Context: an optimization exercise on an open-source flow, tuned for small area. The choices shown serve that exercise and are no tape-out recipe. Only the layout flow was run in this run; the RTL was not checked for function there.

===== run.sh =====
#!/bin/bash
# synth_recipe.tcl (not shown) runs the flow's synth.tcl, then flattens the netlist and writes it again
# the make line also repeats each setting of config.mk as NAME=value (left out here)
make -C /OpenROAD-flow-scripts/flow DESIGN_CONFIG=/design/flow/config.mk WORK_HOME=/design/flow/orfs CLKGATE_MAP_FILE= SYNTH_SCRIPT=/design/flow/synth_recipe.tcl finish

===== config.mk =====
export PLATFORM = sky130hd
export DESIGN_NAME = CLP
export DESIGN_NICKNAME = CLP
export VERILOG_FILES = /design/flow/design.v
export SDC_FILE = /design/flow/constraint.sdc
export NUM_CORES = 4
export LEC_CHECK = 0
export CAP_MARGIN = 20
export CORE_MARGIN = 2
export CORE_UTILIZATION = 40
export SLEW_MARGIN = 20

===== constraint.sdc =====
create_clock -name core_clock -period 10.0 [get_ports {clk}]
set_input_delay 2.0000 -clock core_clock [delete_from_list [all_inputs] [get_ports {clk}]]
set_output_delay 2.0000 -clock core_clock [all_outputs]
set_load 0.01 [all_outputs]

===== design.v =====
`timescale 1ns / 1ps
module select_unit#(
    parameter FEATURE_WIDTH = 32, 
    parameter KERNEL_WIDTH = 2
)(
    input wire                                      clk,
    input wire                                      rst_n,
    input wire  signed [FEATURE_WIDTH-1:0]          select_in,
    input wire  signed [KERNEL_WIDTH - 1 : 0]       kernel,
    output reg  signed [FEATURE_WIDTH-1:0]          select_out
    );
always @(posedge clk or negedge rst_n)
    begin
        if(!rst_n)
            select_out <= 0;
        else
            begin
            if(kernel == 1)
                select_out <= select_in;
            else if(kernel == -1)
                select_out <= -select_in;
            else 
                select_out <= 0;
            end
    end
endmodule
`timescale 1ns / 1ps
module add_unit#(
        parameter data_in_width = 32
)(
        input wire                              clk,
        input wire                              rst_n,
        input wire [data_in_width-1:0]          adder_a,
        input wire [data_in_width-1:0]          adder_b,
        output wire [data_in_width-1:0]          adder_out
);    
reg [data_in_width:0]sum;
always@(posedge clk or negedge rst_n)
begin
    if(!rst_n)
        sum <= 0;
    else
        sum <= adder_a + adder_b;
end
assign adder_out = sum[data_in_width - 1:0];
endmodule
`timescale 1ns / 1ps
module add_unit_by_DSP(
    input  wire          CLK,
    input  wire          CE,
    input  wire [47:0]   A,
    input  wire [47:0]   B,
    output reg  [47:0]   S
    );
always @(posedge CLK)
    if (CE)
        begin
            S[47:24] <= A[47:24] + B[47:24];
            S[23:0]  <= A[23:0]  + B[23:0];
        end
endmodule
`timescale 1ns / 1ps
module mult_scaler#(
    parameter FEATURE_WIDTH = 32,
    parameter SCALER_WIDTH = 32
)(
    input wire                                      clk,
    input wire                                      rst_n,
    input wire signed [ FEATURE_WIDTH - 1 : 0 ]     in1,
    input wire signed [ FEATURE_WIDTH - 1 : 0 ]     in2,
    output wire signed [ FEATURE_WIDTH - 1 : 0 ]    out
  );
reg    signed [ FEATURE_WIDTH + SCALER_WIDTH  - 1 :0]   temp_out;
always@(posedge clk or negedge rst_n)
    if(!rst_n)
        temp_out<= 0;
    else
        temp_out <= in1 * in2;
assign out = temp_out>>>10;
endmodule
`timescale 1ns / 1ps
module rect_linear#(
    parameter FEATURE_WIDTH = 32  
)(
    input wire                                       clk,
    input wire                                       rst_n,
    input wire  [FEATURE_WIDTH - 1:0]                function_in,
    output reg  [FEATURE_WIDTH - 1 :0]               function_out
    );
always @(posedge clk or negedge rst_n)
    begin
        if(!rst_n)
            function_out <= 0;
        else if(function_in[FEATURE_WIDTH- 1] == 1'b1)
            function_out <= 0;
        else 
            function_out <=  function_in;
    end
endmodule
`timescale 1ns/1ps
module register #(
    parameter NUM_STAGES = 2,
    parameter DATA_WIDTH = 2
)(
    input  wire                  CLK,
    input  wire                  RESET,
    input  wire [DATA_WIDTH-1:0] DIN,
    output wire [DATA_WIDTH-1:0] DOUT
);
reg [NUM_STAGES*DATA_WIDTH-1:0] din_delay;
genvar i;
generate
    if (NUM_STAGES == 0) 
        begin
            assign DOUT = DIN;
        end 
    else if (NUM_STAGES > 0) 
        begin
            always @(posedge CLK)
                begin
                    if(!RESET)
                        din_delay[DATA_WIDTH-1:0] <= 0;
                    else
                        din_delay[DATA_WIDTH-1:0] <= DIN;
                end
                for (i=1; i<NUM_STAGES; i=i+1)
                    begin : REGISTER_STAGES
                        always @(posedge CLK)
                            begin
                                if(!RESET)
                                    din_delay[i*DATA_WIDTH+:DATA_WIDTH] <= 0;
                                else
                                    din_delay[i*DATA_WIDTH+:DATA_WIDTH] <= din_delay[(i-1)*DATA_WIDTH+:DATA_WIDTH];
                            end
                    end
            assign DOUT = din_delay[(NUM_STAGES-1)*DATA_WIDTH+:DATA_WIDTH];
        end
endgenerate
endmodule
`timescale 1ns / 1ps
module CLP#(
    parameter Tn = 2,
    parameter Tm = 2,
    parameter KERNEL_SIZE = 5,
    parameter KERNEL_WIDTH = 2,
    parameter SCALER_WIDTH = 24,
    parameter FEATURE_WIDTH = 24,
    parameter FEATURE_SIZE = 28,
    parameter ADDER_TREE_CELL=63,
    parameter ADDER_TREE_CELL2 = 7,
    parameter BIAS_WIDTH = 24,
    parameter COMPARE_TREE_CELL = 7    
)( 
    input   wire                                                                    clk,
    input   wire                                                                    rst_n,
    input   wire  [ Tn * KERNEL_SIZE * KERNEL_SIZE * FEATURE_WIDTH - 1 : 0 ]        feature_in,
    input   wire  [ Tn * Tm * KERNEL_SIZE * KERNEL_SIZE * KERNEL_WIDTH - 1 : 0 ]    weight_in,
    input   wire  [ SCALER_WIDTH - 1 : 0 ]                                          weight_scaler,
    input   wire  [ Tm * BIAS_WIDTH - 1 : 0 ]                                       bias_in,
    input   wire  [ 3 : 0 ]                                                         ctr,
    input   wire                                                                    enable,
    output  wire                                                                    out_valid,
    output  wire  [ Tm * FEATURE_WIDTH - 1 : 0 ]                                    feature_out
    );
wire        [ FEATURE_WIDTH - 1 : 0 ]                                                   feature_in_wire[Tn * KERNEL_SIZE * KERNEL_SIZE - 1:0];
wire        [ KERNEL_WIDTH - 1 : 0 ]                                                    weight_in_wire[Tn * Tm * KERNEL_SIZE * KERNEL_SIZE - 1 : 0];
wire        [ FEATURE_WIDTH - 1 : 0 ]                                                   select_out_wire[Tn * Tm * KERNEL_SIZE * KERNEL_SIZE - 1 : 0];
wire signed [ FEATURE_WIDTH - 1 :0 ]                                                    adder_tree_wire[Tn * Tm * ADDER_TREE_CELL - 1 : 0];
wire signed [ FEATURE_WIDTH - 1 : 0 ]                                                   scaler_out[Tm - 1 : 0];
wire signed [ FEATURE_WIDTH - 1 : 0 ]                                                   adder_tree_wire2[Tm * ADDER_TREE_CELL2 - 1 : 0];
wire signed [ FEATURE_WIDTH - 1 : 0 ]                                                   bias_out[Tm - 1 : 0];
wire signed [ FEATURE_WIDTH - 1 : 0 ]                                                   function_out[Tm - 1 : 0]; 
genvar i,j,k,x,y,z;
generate
    for(i = 0 ; i < Tn ; i = i + 1) begin:feature_in_wire_i
        for(j = 0 ; j < KERNEL_SIZE ; j = j + 1) begin:feature_in_wire_j
            for(k = 0 ; k < KERNEL_SIZE; k = k + 1) begin:feature_in_wire_k
                assign feature_in_wire[i * KERNEL_SIZE * KERNEL_SIZE + j * KERNEL_SIZE + k] 
                        = feature_in[i * KERNEL_SIZE * KERNEL_SIZE * FEATURE_WIDTH + j * KERNEL_SIZE * FEATURE_WIDTH + k * FEATURE_WIDTH  + FEATURE_WIDTH - 1 :
                                     i * KERNEL_SIZE * KERNEL_SIZE * FEATURE_WIDTH + j * KERNEL_SIZE * FEATURE_WIDTH + k * FEATURE_WIDTH  ];
            end
        end
    end
endgenerate
generate
    for(i = 0 ; i < Tm;i = i + 1) begin:weight_in_wire_i
        for(j = 0 ; j < Tn; j = j + 1) begin:weight_in_wire_j
            for(k = 0 ; k < KERNEL_SIZE ; k = k + 1) begin:weight_in_wire_k
                for(x = 0 ; x < KERNEL_SIZE ; x = x+ 1) begin:weight_in_wire_x
                    assign weight_in_wire[i * Tn * KERNEL_SIZE * KERNEL_SIZE + j * KERNEL_SIZE * KERNEL_SIZE + k * KERNEL_SIZE + x]
                            = weight_in[i * Tn * KERNEL_SIZE * KERNEL_SIZE * KERNEL_WIDTH + j * KERNEL_SIZE * KERNEL_SIZE * KERNEL_WIDTH + k * KERNEL_SIZE * KERNEL_WIDTH + x * KERNEL_WIDTH + KERNEL_WIDTH - 1 :
                                        i * Tn * KERNEL_SIZE * KERNEL_SIZE * KERNEL_WIDTH + j * KERNEL_SIZE * KERNEL_SIZE * KERNEL_WIDTH + k * KERNEL_SIZE * KERNEL_WIDTH + x * KERNEL_WIDTH];
                end
            end
        end
    end
endgenerate
generate 
    for(x = 0; x < Tm;x = x + 1) begin:select_m
        for(k = 0; k < Tn; k = k + 1) begin:select_n
            for(i = 0; i < KERNEL_SIZE; i = i + 1) begin:select_r
               for(j = 0; j < KERNEL_SIZE; j = j + 1) begin:select_c
                   select_unit #(
                    .FEATURE_WIDTH(FEATURE_WIDTH) 
                   )my_select_unit(
                    .clk(clk),
                    .rst_n(rst_n),
                    .select_in(feature_in_wire[k * KERNEL_SIZE * KERNEL_SIZE + i * KERNEL_SIZE + j]),
                    .kernel(weight_in_wire[x * Tn *KERNEL_SIZE *KERNEL_SIZE + k * KERNEL_SIZE * KERNEL_SIZE + i * KERNEL_SIZE + j]),                                
                    .select_out(select_out_wire[x * Tn * KERNEL_SIZE * KERNEL_SIZE + k * KERNEL_SIZE * KERNEL_SIZE + i * KERNEL_SIZE + j])
                    );
                end
            end
        end
    end
endgenerate 
generate
    for(x = 0; x < Tm;x = x + 1) begin:adder_tree_wire_m
        for(k = 0; k < Tn; k = k + 1) begin:adder_tree_wire_n
            for(z = (ADDER_TREE_CELL - 1)/2 + KERNEL_SIZE * KERNEL_SIZE ; z < ADDER_TREE_CELL;z = z + 1) begin:adder_tree_wire_z
                assign adder_tree_wire[x * Tn * ADDER_TREE_CELL + k *ADDER_TREE_CELL + z] = 0;
            end
            for (i = 0; i < KERNEL_SIZE; i = i + 1) begin:adder_tree_i
                for(j = 0;j < KERNEL_SIZE;j = j + 1) begin:adder_tree_j
                   assign adder_tree_wire[x * Tn * ADDER_TREE_CELL + k * ADDER_TREE_CELL + i * KERNEL_SIZE + j + (ADDER_TREE_CELL - 1)/2 ]
                              =select_out_wire[x * Tn * KERNEL_SIZE * KERNEL_SIZE + k * KERNEL_SIZE * KERNEL_SIZE   + i * KERNEL_SIZE + j];
                end
            end
        end
    end
endgenerate
generate 
    for(x = 0; x < Tm;x = x + 1) begin:add_x
        for(k = 0; k < Tn; k = k + 1) begin:add_k
            for(i =ADDER_TREE_CELL - 1; i > 22;i = i - 2) begin:add_i
                      add_unit  #(
                               .data_in_width(FEATURE_WIDTH)
                      )my_adder_tree(
                        .clk(clk),
                        .rst_n(rst_n),
                        .adder_a(adder_tree_wire[x * Tn * ADDER_TREE_CELL  + k * ADDER_TREE_CELL  + (i - 1)]),
                        .adder_b(adder_tree_wire[x * Tn * ADDER_TREE_CELL  + k * ADDER_TREE_CELL  + i]),
                        .adder_out(adder_tree_wire[x * Tn * ADDER_TREE_CELL + k * ADDER_TREE_CELL  + (i/2) -1])
                      );
            end      
        end
    end
endgenerate
generate 
    for(x = 0; x < Tm;x = x + 2) begin:add_xx
        for(k = 0; k < Tn; k = k + 1) begin:add_kk
            for(z = 22; z >=1 ; z= z - 2) begin:add_zz
            add_unit_by_DSP my_adder_tree_2 (
                 .A({adder_tree_wire[x * Tn * ADDER_TREE_CELL  + k * ADDER_TREE_CELL + (z - 1)],adder_tree_wire[(x+1) * Tn * ADDER_TREE_CELL  + k * ADDER_TREE_CELL + (z - 1)]}),       
                 .B({adder_tree_wire[x * Tn * ADDER_TREE_CELL  + k * ADDER_TREE_CELL  + z],adder_tree_wire[(x+1) * Tn * ADDER_TREE_CELL  + k * ADDER_TREE_CELL  + z]}),       
                 .CLK(clk),   
                 .CE(1'b1),     
                 .S({adder_tree_wire[x * Tn * ADDER_TREE_CELL + k * ADDER_TREE_CELL  + (z/2) -1],adder_tree_wire[(x+1) * Tn * ADDER_TREE_CELL + k * ADDER_TREE_CELL  + (z/2) -1]})       
               );          
            end           
        end
    end
endgenerate
generate
    for(i = 0 ; i < Tm ; i = i + 1) begin:adder_tree_wire2_i
        for(j = 0 ; j < Tn ; j = j + 1) begin:adder_tree_wire2_j
            assign adder_tree_wire2[ i * ADDER_TREE_CELL2 + j + ( ADDER_TREE_CELL2 - 1 ) / 2 ] = adder_tree_wire[i * Tn * ADDER_TREE_CELL + j * ADDER_TREE_CELL];
        end
        for(j = Tn ; j < ( ADDER_TREE_CELL2 + 1 ) / 2 ; j = j + 1) begin:adder_tree_wire2_zero_j
            assign adder_tree_wire2[ i * ADDER_TREE_CELL2 + j + ( ADDER_TREE_CELL2 - 1 ) / 2 ] = 0;
        end
    end
endgenerate
generate
    for(i = 0 ; i < Tm ; i = i + 2) begin:add_2_i
        for(j = ADDER_TREE_CELL2 - 1 ; j >= 1;j = j - 2) begin:add2_j
                add_unit_by_DSP my_adder_tree2 (
                  .A({adder_tree_wire2[ i * ADDER_TREE_CELL2  + (j - 1)],adder_tree_wire2[ (i+1) * ADDER_TREE_CELL2  + (j - 1)]}),       
                  .B({adder_tree_wire2[ i * ADDER_TREE_CELL2 + j],adder_tree_wire2[ (i+1) * ADDER_TREE_CELL2 + j]}),       
                  .CLK(clk),   
                  .CE(1'b1),     
                  .S({adder_tree_wire2[ i * ADDER_TREE_CELL2  + ( j / 2 ) - 1],adder_tree_wire2[ (i+1) * ADDER_TREE_CELL2  + ( j / 2 ) - 1]})       
                );
        end
    end
endgenerate
generate
    for(i = 0; i < Tm;i = i + 2) begin:add_bias_i                       
            add_unit_by_DSP bias_add (
              .A({adder_tree_wire2[i * ADDER_TREE_CELL2],adder_tree_wire2[(i+1) * ADDER_TREE_CELL2]}),       
              .B({bias_in[i * BIAS_WIDTH + BIAS_WIDTH - 1 : i * BIAS_WIDTH],bias_in[(i+1) * BIAS_WIDTH + BIAS_WIDTH - 1 : (i+1) * BIAS_WIDTH]}),       
              .CLK(clk),   
              .CE(1'b1),     
              .S({bias_out[i],bias_out[i+1]})       
            );   
    end
endgenerate
generate 
    for(i = 0; i < Tm;i = i + 1) begin:mult_i
            mult_scaler #(
                .FEATURE_WIDTH(FEATURE_WIDTH),
                .SCALER_WIDTH(SCALER_WIDTH)
            )my_mult_scaler(
            .clk(clk),
            .rst_n(rst_n),
            .in1(bias_out[i]),
            .in2(weight_scaler),
            .out(scaler_out[i])
            );
    end
endgenerate
generate
    for(i = 0 ; i < Tm ; i = i + 1) begin:rect_linear_i
        rect_linear #(
            .FEATURE_WIDTH(FEATURE_WIDTH)
        )ReLu(
            .clk(clk),
            .rst_n(rst_n),
            .function_in(scaler_out[i]),
            .function_out(function_out[i])
            );
    end
endgenerate
wire        [ 3 : 0 ]                                                                   ctr_p;
wire                                                                                    out_valid_scaler_out;
wire                                                                                    out_valid_function_out;
register #(
     .NUM_STAGES(11),
     .DATA_WIDTH(4)
     )ctr_delay(
     .CLK(clk),
     .RESET(rst_n),
     .DIN(ctr),
     .DOUT(ctr_p)           
     );
register #(
     .NUM_STAGES(10),
     .DATA_WIDTH(1)
     )enable_delay_scaler_out(
     .CLK(clk),
     .RESET(rst_n),
     .DIN(enable),
     .DOUT(out_valid_scaler_out)           
     );
register #(
     .NUM_STAGES(11),
     .DATA_WIDTH(1)
     )enable_delay_function_out(
     .CLK(clk),
     .RESET(rst_n),
     .DIN(enable),
     .DOUT(out_valid_function_out)           
     );
generate
    for(i = 0 ; i < Tm ; i = i + 1) begin:feature_out_i
         assign feature_out[i * FEATURE_WIDTH + FEATURE_WIDTH - 1 : i * FEATURE_WIDTH] = (ctr_p==4'b0111) ? scaler_out[i]:
                                                                                         ((ctr_p==4'b1000) ? function_out[i]:{FEATURE_WIDTH{1'b0}});
    end
endgenerate
assign out_valid = (ctr_p==4'b0111) ? out_valid_scaler_out :
                   ((ctr_p==4'b1000) ? out_valid_function_out:1'b0) ;
endmodule

==> impl_metrics.ini <==
[setup_path]
r2r_slack_ns = 2.12
reg2regPathDepth = 24
critical_path_class = in -> reg
crit_required_ns = 10.97
cp-end-kind = flip-flop
worstPathMaxFanout = 12
cp-start-kind = input port
r2r_end = mult_i[1].my_mult_scaler.temp_out[33]
r2r_start = add_bias_i[0].bias_add.S[9]
worstPathArrival_ns = 9.61

[synthesis]
synth-seq-cells = 5285
syn_area_um2 = 310000
synth_cell_type_count = 79
synth_cells = 31400
synth_ff_type = dfrtp_1
async_flop_share_pct = 76.3
synth_edf_count = 0
synth-warning-count = 9
avgSynthCellArea_um2 = 9.89
synth_fp_nets = 36400
synth_seq_area_share_pct = 40.6

[floorplan]
die_w_um = 885
core_um2 = 774000
start_util_pct = 40.1
fp.dieH_um = 885
ios = 1528
fp-row-count = 323
die_area_um2 = 783000

[min_path]
holdCritStartpoint = add_2_i[0].add2_j[4].my_adder_tree2.S[2]
min_path_cells = 0
whs_endpoint = add_2_i[0].add2_j[2].my_adder_tree2.S[2]
hold_path_class = reg -> reg

[route]
drt_wl_total_um = 1000000
ant_nets = 0
wl_per_cell_um = 22.7
vias = 226000
firstDrtPassIters = 6
drc = 0
drt_iter0_markers = 15200
vias_per_cell = 5.11

[clock_tree]
cts_resized = 0
cts_buffer_depth = 4
htreeDepth = 6
cts_tree = done
root_buffer = clkbuf_16
cts-hold-fix-buffers = 0
cts_setup_buffers = 0
numCtsBuffers = 613
clkSinkCount = 5285
cts.clk_slew.worst_paths_ns = 0.07
clock_latency_ns = 1.15

[sta]
layout_min_cycle_time_ns = 8.65
rsz0062_at_grt = no
setup_tns_ns = 0
post-route-period-util_pct = 86.5
fin_skew_ns = 0.0628
drv_slew = 0
maxClockFrequency_mhz = 116
hold_viol_final = 0
slew_headroom_pct = 19.1
setup_viol = 0
worst_pin_slew_ns = 1.21

[cells_and_area]
nets = 38000
drive_above_1_share_pct = 4.11
finalCoreUtilization_pct = 46.6
areaGrowthSynthToFinish_pct = 16.1
final_area_um2 = 360000

[placement]
place_area_um2 = 338000
portBuffers = 1527
hpwl_um = 819000
place_congestion = 0.955

[grt]
antenna_found_initial = 348
grt_pass1_vias = 227000
gr-total-overflow = 0
grt_max_degree = 179
track_usage_pct = 25.0
grt_pass1_wl_um = 1470000

[run]
max-cap-violations = 0

[outcome]
status = no timing/DRC/antenna violations
## logic make-up after synthesis
kind of cell | share of synthesized area [%]
AO/OA/AOI/OAI | 9.16
flip-flops | 40.6
AND/OR/NAND/NOR | 18.5
XOR/XNOR | 11.8
adder cells (fa/ha/maj) | 16.4
buffers and inverters | 3.16
multiplexers | 0.387
## metal layers
| layer | share of wire (%) | global-route usage (%) |
|---|---|---|
| met5 | 0.059 | 0 |
| met1 | 43 | 32.8 |
| met3 | 6.0 | 4.72 |
| met4 | 5.7 | 12.7 |
| met2 | 45 | 39.5 |
## cell usage in the layout (no fill, tap or decap), drive strengths merged, types with 856 or more instances in the layout
cell type,Yosys,final
o21ai,856,856
ha,2580,2580
xnor2,3711,3711
nor2,1585,1585
nand2,3282,3282
and2,2877,2877
clkdlybuf4s50,0,1520
dfxtp,1255,1255
fa,934,934
inv,1986,2013
dfrtp,4030,4030
or3,1019,1019
a21oi,1313,1313
## worst max path at each step
stage	from	end	depth (start not counted)
2_1_floorplan	weight_scaler[9]	mult_i[1].my_mult_scaler.temp_out[33]	27
3_3_place_gp	weight_scaler[7]	mult_i[0].my_mult_scaler.temp_out[33]	27
3_5_place_dp	weight_scaler[7]	mult_i[1].my_mult_scaler.temp_out[33]	26
4_1_cts	weight_scaler[7]	mult_i[1].my_mult_scaler.temp_out[33]	26
5_1_grt	weight_scaler[7]	mult_i[1].my_mult_scaler.temp_out[33]	26
6_report	weight_scaler[7]	mult_i[1].my_mult_scaler.temp_out[33]	26
## critical path, cell delays in order
cell             delay (ns)
clkdlybuf4s50_1        0.82
buf_4                  0.29
and2_1                 0.17
fa_1                   0.46
ha_1                   0.30
inv_1                  0.05
fa_1                   0.49
inv_1                  0.05
ha_1                   0.17
inv_1                  0.06
fa_1                   0.44
fa_1                   0.54
fa_1                   0.50
inv_1                  0.04
ha_1                   0.30
a21o_1                 0.19
a21oi_1                0.36
o21ai_1                0.33
o2111a_1               0.41
o311ai_1               0.38
buf_4                  0.19
o22ai_1                0.10
or4_1                  0.44
a31o_2                 0.27
a21oi_1                0.17
xnor2_1                0.09
## stage by stage
stage	setup WS [ns]	instances	hold WS (ns)
floorplan	1.42	31400	0.310
global placement	0.422	42700	0.314
detailed placement	0.355	42700	0.312
CTS	1.50	43800	0.325
global route	1.08	44200	0.328
finish	1.35	44200	0.320
## cell type report
cell class	instances	area, µm²
clock inverters	289	3920
flip-flops and latches	5285	126000
multi-input cells	23500	175000
well taps	10200	12800
fillers	72100	413000
clock buffers	851	17600
diodes	434	1090
inverters	1986	7450
repair buffers	1688	16900
## synthesized netlist by cell type (373+ instances only)
cell type  number  share of area, %
dfrtp_1      4030                32
xnor2_1      3711                10
nand2_1      3282               4.0
and2_1       2877               5.8
ha_1         2580                10
inv_1        1986               2.4
nor2_1       1585               1.9
a21oi_1      1313               2.1
dfxtp_1      1255               8.1
or3_1        1002               2.0
fa_1          934               6.0
o21ai_0       838               1.4
nor3_1        693               1.1
nor2b_1       552               1.1
a21o_1        493               1.2
xor2_1        481               1.4
clkbuf_1      451              0.55
nand3_1       432              0.70
nand2b_1      373              0.75

==> separate check: timing with driven ports <==
No port has a modelled driver above. Below, the same layout with a new extraction and two added sets of constraints. Step 1 assumes that a clkbuf_16 drives the clock port and a buf_2 every other input. Step 2, shift: input delay + t, output delay - t, t = (earliest + latest rising clock arrival at the registers) / 2. This alone moves slack from input paths to output paths. Slacks: ideal ports / drivers / drivers and shift; pairs: ideal ports / drivers.
t (ns): 1.244
setup slack, ns: 1.353 / 1.446 / 0.202
worst setup path at the end: input to register
worst slew at a driven data input, ns: 0.43
cell pins on the clock port's net: 1
After both steps setup and hold are still met in this run. The setup slack of this run moves by +0.093 ns with the drivers and by -1.151 ns with both steps.
